From an optimization exercise on the open Yosys and OpenROAD flow, aimed at small area and a short achievable clock period; shortcuts taken in it are not production practice. The RTL was checked by simulation tests, not by an equivalence proof against the original design.

// Lorenz_Encryptor_Top
module Lorenz_Encryptor_Top (
    input wire clk,
    input wire rst,
    input wire [7:0]  s_axis_key_tdata,    
    input wire        s_axis_key_tvalid,   
    output wire       s_axis_key_tready,   
    output wire [7:0] m_axis_key_tdata,    
    output wire       m_axis_key_tvalid,   
    input wire        m_axis_key_tready,   
    input wire [7:0]  s_axis_pixel_tdata,   
    input wire        s_axis_pixel_tvalid,  
    output wire       s_axis_pixel_tready,  
    output wire [7:0] m_axis_pixel_tdata,   
    output wire       m_axis_pixel_tvalid,  
    input wire        m_axis_pixel_tready,  
    output wire done
);
Settings: LEC_CHECK=0, ABC_AREA=1, CAP_MARGIN=20, CORE_MARGIN=2, CORE_UTILIZATION=40, SLEW_MARGIN=20, SYNTH_HIERARCHICAL=1, SYNTH_MINIMUM_KEEP_SIZE=0; clock period 22.0 ns.
standard.sh (not shown) runs the stock make flow with config.mk's settings and CLKGATE_MAP_FILE= SYNTH_SCRIPT=/design/flow/synth_recipe.tcl, a recipe that flattens the netlist after the stock synthesis.
==> flow/flow/run.sh <==
#!/bin/bash
# The standard layout (standard synthesis included), with the timing
# repair steps aiming at a setup slack of SETUP_SLACK_MARGIN ns instead of 0.
# The make output goes to flow_standard.log; each step's own log is under orfs/logs.
set -uo pipefail
bash standard.sh SETUP_SLACK_MARGIN=11 TNS_END_PERCENT=10 SKIP_INCREMENTAL_REPAIR=1 finish > flow_standard.log 2>&1
Rerun with:
--- a/flow/flow/run.sh
+++ b/flow/flow/run.sh
@@ -5,2 +5,2 @@
 set -uo pipefail
-bash standard.sh SETUP_SLACK_MARGIN=11 TNS_END_PERCENT=10 SKIP_INCREMENTAL_REPAIR=1 finish > flow_standard.log 2>&1
+bash standard.sh SETUP_SLACK_MARGIN=12 TNS_END_PERCENT=10 finish > flow_standard.log 2>&1
Result: The changed run completed with no timing, DRC or antenna violations. Global-route usage rose by 1.1 points. Die area stays the same. Final cell count is higher by 0.99%. Cell area goes up by 2.5%. Worst setup slack gains 120 ps. Hold slack improved by 15 ps. Wire length climbs by 3.9%. Sequential cell count does not change. Count of clock-buffer cells in the layout drops by 6.

* * *

Lorenz_Encryptor_Top again, from the RTL that the note above started with.
export LEC_CHECK = 0
export ABC_AREA = 1
export CAP_MARGIN = 20
export CORE_MARGIN = 2
export CORE_UTILIZATION = 40
export SLEW_MARGIN = 20
export SYNTH_HIERARCHICAL = 1
export SYNTH_MINIMUM_KEEP_SIZE = 0
create_clock -name core_clock -period 22.0 [get_ports {clk}]
==> flow/flow/run.sh <==
#!/bin/bash
# The standard layout (standard synthesis included), with the timing
# repair steps aiming at a setup slack of SETUP_SLACK_MARGIN ns instead of 0.
# The make output goes to flow_standard.log; each step's own log is under orfs/logs.
set -uo pipefail
bash standard.sh SETUP_SLACK_MARGIN=10.5 TNS_END_PERCENT=0 finish > flow_standard.log 2>&1
Then changed:
--- a/flow/flow/run.sh
+++ b/flow/flow/run.sh
@@ -5,2 +5,2 @@
 set -uo pipefail
-bash standard.sh SETUP_SLACK_MARGIN=10.5 TNS_END_PERCENT=0 finish > flow_standard.log 2>&1
+bash standard.sh SETUP_SLACK_MARGIN=10 TNS_END_PERCENT=10 finish > flow_standard.log 2>&1
=> Global-route usage went down by 0.56 points. Clock-buffer cell count is unchanged.
Then changed:
--- a/flow/flow/run.sh
+++ b/flow/flow/run.sh
@@ -5,2 +5,2 @@
 set -uo pipefail
-bash standard.sh SETUP_SLACK_MARGIN=10 TNS_END_PERCENT=10 finish > flow_standard.log 2>&1
+bash standard.sh SETUP_SLACK_MARGIN=11.5 TNS_END_PERCENT=0 finish > flow_standard.log 2>&1
CORE_UTILIZATION = 33   (was 40)
Effect: The changed run completed with no timing, DRC or antenna violations; non-clock buffer count goes up by 66; clock skew is about the same; final cell count goes up by about 6%; hold slack is better by 3.2 ps; die area goes up by about 20%; worst setup slack is better by 280 ps; routed wire length goes up by about 4%; first-iteration DRC count goes up by about 12%; critical path depth goes down by 5; synthesized cell count stays the same; global-route usage goes down by 4.5 points.
Then changed:
CORE_UTILIZATION = 50   (was 33)
- synthesized cell count is unchanged
- cell area is lower by 2.0%
- via count is about the same
- flip-flop and latch count is unchanged
- clock skew came out higher by 43 ps
- utilization increases by 18 points
- non-clock buffer count came out lower by 22

-- what the ideal ports hide --
Ports are ideal in the flow. The routed layouts listed here were re-timed in OpenROAD. Step 1: set_driving_cell puts a clkbuf_16 on clk and a buf_2 on each other input, an assumption about the parent block. Step 2 times the ports against the registers' clock, not the clock port: input delays grow and output delays shrink by t, the midpoint of the rising clock arrivals with the driver on. Slacks: ideal ports / drivers / drivers and shift; pairs: ideal ports / drivers.
| run | shift t [ns] | setup WS [ns] | hold WS [ns] |
|---|---|---|---|
| the first run of note 1 | 0.703 | 10.294 / 10.294 / 10.294 | 0.469 / 0.469 / 0.469 |
| the second run of note 1 | 0.734 | 10.414 / 10.414 / 10.414 | 0.484 / 0.484 / 0.484 |
| the first run of note 2 | 0.730 | 10.479 / 10.479 / 10.479 | 0.470 / 0.470 / 0.470 |
| the second run of note 2 | 0.712 | 10.072 / 10.072 / 10.072 | 0.469 / 0.469 / 0.469 |
| the third run of note 2 | 0.754 | 10.353 / 10.353 / 10.353 | 0.472 / 0.472 / 0.472 |
| the fourth run of note 2 | 0.762 | 10.329 / 10.329 / 10.329 | 0.475 / 0.475 / 0.475 |
After both steps setup and hold are still met in every run listed.
